This design comes from an exercise in tuning for small area, a short achievable clock period and few clock cycles on the open sky130 flow, not from production work. Only simulation tests tie the RTL to the original design; equivalence was not proved. The clock port is modelled as an ideal driver, which makes a skipped or thinned clock tree look cheaper than it is; a real chip needs a root buffer or a tree. Power figures rest on the tool's default switching activity, not on a simulated workload.

## crypto_accelerator_top
module crypto_accelerator_top #(
    parameter BLOCK_WIDTH = 32,
    parameter COUNTER_WIDTH = 16
) (
    input  logic                        clk,
    input  logic                        rst_n,
    input  logic [BLOCK_WIDTH-1:0]      data_in,
    input  logic                        data_in_valid,
    output logic                        data_in_ready,
    output logic [BLOCK_WIDTH-1:0]      data_out,
    output logic                        data_out_valid,
    input  logic                        data_out_ready,
    output logic [COUNTER_WIDTH-1:0]    blocks_processed,
    output logic [COUNTER_WIDTH-1:0]    cycles_elapsed
);
    logic [BLOCK_WIDTH-1:0] encrypted;
    logic [BLOCK_WIDTH-1:0] skid_data;
    logic                   skid_valid;    
    logic                   in_ready;      
    logic                   out_empty;     
    logic                   out_load;
    encrypt_engine #(.BLOCK_WIDTH(BLOCK_WIDTH)) u_encrypt_engine (
        .data_in  (data_in),
        .data_out (encrypted)
    );
    assign data_in_ready = in_ready;
    assign out_load = out_empty || data_out_ready;
    always_ff @(posedge clk) begin
        if (!rst_n) begin
            data_out_valid <= 1'b0;
            out_empty      <= 1'b1;
            skid_valid     <= 1'b0;
            in_ready       <= 1'b1;
        end else if (out_load) begin
            data_out_valid <= skid_valid || data_in_valid;
            out_empty      <= !(skid_valid || data_in_valid);
            skid_valid     <= 1'b0;
            in_ready       <= 1'b1;
        end else if (!skid_valid) begin
            skid_valid     <= data_in_valid;
            in_ready       <= !data_in_valid;
        end
    end
    always_ff @(posedge clk) begin
        if (out_load)
            data_out <= skid_valid ? skid_data : encrypted;
    end
    always_ff @(posedge clk) begin
        if (!skid_valid)
            skid_data <= encrypted;
    end
  ...
Settings: LEC_CHECK=0, CAP_MARGIN=20, CORE_MARGIN=2, CORE_UTILIZATION=35, SLEW_MARGIN=20; clock period 6.0 ns.
standard.sh (not shown) runs the stock make flow with config.mk's settings and CLKGATE_MAP_FILE= SYNTH_SCRIPT=/design/flow/synth_recipe.tcl, a recipe that flattens the netlist after the stock synthesis.
==> flow/flow/run.sh <==
#!/bin/bash
# Own layout flow: the standard ORFS flow (standard.sh) with
#  - every input and output port buffered by a plain sky130_fd_sc_hd__buf_1
#    (timing repair sizes it as needed) instead of the delay buffer
#    buffer_ports picks by default;
#  - ORFS's cts step replaced by flow/cts.tcl: a balanced one-level clock
#    tree (the clock port drives 4 clkbuf_16, each driving a cluster of
#    flip-flops), then setup repair aiming at REPAIR_MARGIN ns of slack;
#  - the same setup margin for the repair after global routing.
# Each step's output goes to its own log in the work folder (flow_place.log,
# flow_cts.log, flow_finish.log); ORFS's steps also keep their logs under
# orfs/logs/.
set -euo pipefail
REPAIR_MARGIN=${REPAIR_MARGIN:-4.0}
export BUFFER_PORTS_ARGS="-buffer_cell sky130_fd_sc_hd__buf_1"
bash standard.sh place > flow_place.log 2>&1
RESULTS_DIR=orfs/results/$FLOW_PLATFORM/crypto_accelerator_top/base \
PLATFORM_DIR=$FLOW_HOME/platforms/$FLOW_PLATFORM \
CTS_CLOCK_PORT=clk CTS_NBUF=3 CTS_BUF_CELL=sky130_fd_sc_hd__clkbuf_16 \
CTS_REPAIR_MARGIN=$REPAIR_MARGIN \
  openroad -no_init -exit flow/cts.tcl > flow_cts.log 2>&1
export SETUP_SLACK_MARGIN=$REPAIR_MARGIN
bash standard.sh > flow_finish.log 2>&1
==> flow/flow/cts.tcl <==
# Clock tree step, in place of ORFS's cts step: a one-level tree in which the
# clock port drives CTS_NBUF buffers (CTS_BUF_CELL), each driving the
# flip-flops of one cluster (k-means on the flip-flop positions). The tree is
# balanced: every flip-flop is one buffer from the port. Then setup repair
# aiming at CTS_REPAIR_MARGIN ns of slack, hold repair, and legalization.
# Reads 3_place.odb/.sdc and writes 4_1_cts.odb and 4_cts.sdc in RESULTS_DIR.
set P $::env(PLATFORM_DIR)
set R $::env(RESULTS_DIR)
read_liberty $P/lib/sky130_fd_sc_hd__tt_025C_1v80.lib
read_db $R/3_place.odb
read_sdc $R/3_place.sdc
source $P/setRC.tcl
set_dont_use [list sky130_fd_sc_hd__probe_p_8 sky130_fd_sc_hd__probec_p_8 sky130_fd_sc_hd__lpflow_*]

set block [ord::get_db_block]
set clknet [[$block findBTerm $::env(CTS_CLOCK_PORT)] getNet]
set sinks {}
foreach it [$clknet getITerms] {
  set inst [$it getInst]
  lappend sinks [list $it {*}[$inst getLocation]]
}
set n [llength $sinks]
set k $::env(CTS_NBUF)
puts "clock sinks: $n, clusters: $k"
# k-means, seeded with sinks sorted by angle around the centroid
set cx 0; set cy 0
foreach s $sinks { set cx [expr {$cx + [lindex $s 1]}]; set cy [expr {$cy + [lindex $s 2]}] }
set cx [expr {$cx / double($n)}]; set cy [expr {$cy / double($n)}]
set sorted [lsort -real -index 3 [lmap s $sinks { list {*}$s [expr {atan2([lindex $s 2]-$cy, [lindex $s 1]-$cx)}] }]]
set cent {}
for {set c 0} {$c < $k} {incr c} {
  set s [lindex $sorted [expr {int(($c + 0.5) * $n / $k)}]]
  lappend cent [list [lindex $s 1] [lindex $s 2]]
}
for {set iter 0} {$iter < 50} {incr iter} {
  set sumx [lrepeat $k 0.0]; set sumy [lrepeat $k 0.0]; set cnt [lrepeat $k 0]
  set assign {}
  foreach s $sorted {
    set best 0; set bd 1e30
    for {set c 0} {$c < $k} {incr c} {
      set d [expr {abs([lindex $s 1]-[lindex $cent $c 0]) + abs([lindex $s 2]-[lindex $cent $c 1])}]
      if {$d < $bd} { set bd $d; set best $c }
    }
    lappend assign $best
    lset sumx $best [expr {[lindex $sumx $best] + [lindex $s 1]}]
    lset sumy $best [expr {[lindex $sumy $best] + [lindex $s 2]}]
    lset cnt $best [expr {[lindex $cnt $best] + 1}]
  }
  for {set c 0} {$c < $k} {incr c} {
    if {[lindex $cnt $c] > 0} {
      lset cent $c [list [expr {[lindex $sumx $c] / [lindex $cnt $c]}] [expr {[lindex $sumy $c] / [lindex $cnt $c]}]]
    }
  }
}
puts "cluster sizes: $cnt"
set master [[ord::get_db] findMaster $::env(CTS_BUF_CELL)]
set bufs {}
for {set c 0} {$c < $k} {incr c} {
  set inst [odb::dbInst_create $block $master "clkbuf_leaf_$c"]
  set net [odb::dbNet_create $block "clknet_leaf_$c"]
  $net setSigType CLOCK
  [$inst findITerm A] connect $clknet
  [$inst findITerm X] connect $net
  $inst setLocation [expr {int([lindex $cent $c 0])}] [expr {int([lindex $cent $c 1])}]
  $inst setPlacementStatus PLACED
  lappend bufs $net
}
foreach s $sorted a $assign {
  set it [lindex $s 0]
  $it disconnect
  $it connect [lindex $bufs $a]
}
$clknet setSigType CLOCK
detailed_placement
set_propagated_clock [all_clocks]
estimate_parasitics -placement
report_clock_latency
report_worst_slack -max -digits 3
repair_timing -setup -setup_margin $::env(CTS_REPAIR_MARGIN) -repair_tns 100 -match_cell_footprint -verbose
repair_timing -hold -hold_margin 0 -match_cell_footprint -verbose
detailed_placement
check_placement -verbose
estimate_parasitics -placement
report_clock_latency
report_worst_slack -max -digits 3
report_checks -group_path_count 5 -format end
write_db $R/4_1_cts.odb
write_sdc -no_timestamp $R/4_cts.sdc
The starting point finished with timing, DRC and antenna clean.
Testbench counts at the start, summed over its fixed seeds: cycles 11,071.
Next try:
--- a/flow/flow/run.sh
+++ b/flow/flow/run.sh
@@ -14 +14 @@
-REPAIR_MARGIN=${REPAIR_MARGIN:-4.0}
+REPAIR_MARGIN=${REPAIR_MARGIN:-3.9}
@@ -19 +19 @@
-CTS_CLOCK_PORT=clk CTS_NBUF=3 CTS_BUF_CELL=sky130_fd_sc_hd__clkbuf_16 \
+CTS_CLOCK_PORT=clk CTS_NBUF=4 CTS_BUF_CELL=sky130_fd_sc_hd__clkbuf_16 \
Effect: Sequential share of layout area rose by 1.5 points. Combinational power is lower by 19%. First-iteration DRC count went down by 30%.
No run of this note takes its clock network from TritonCTS; it comes from the design's own scripts or RTL.

==> re-timing with driven ports <==
How much do the figures lean on ideal ports? The routed layouts below were timed once more, with nothing changed but the port constraints.
Step 1 sets driving cells, clkbuf_16 on the clock port and buf_2 on the other inputs (assumed; they add their load-dependent delay and slew).
Step 2 also shifts input and output timing later by t, the mid clock arrival at the registers, as if the neighbouring blocks saw the same clock.
Three values: no drivers, after step 1, after step 2; two values: the first two.
run	shift t [ns]	setup WS [ns]	slew at the worst register clock pin (ns)	worst data-port slew with drivers (ns)
the first run	0.232	4.001 / 3.940 / 3.877	0.12 / 0.12	0.04
the second run	0.235	3.967 / 3.890 / 3.793	0.10 / 0.10	0.04
After both steps every run listed still meets setup and hold. For the second run, which loses most, drivers alone change the setup slack by -0.077 ns; drivers and shift together by -0.174 ns.
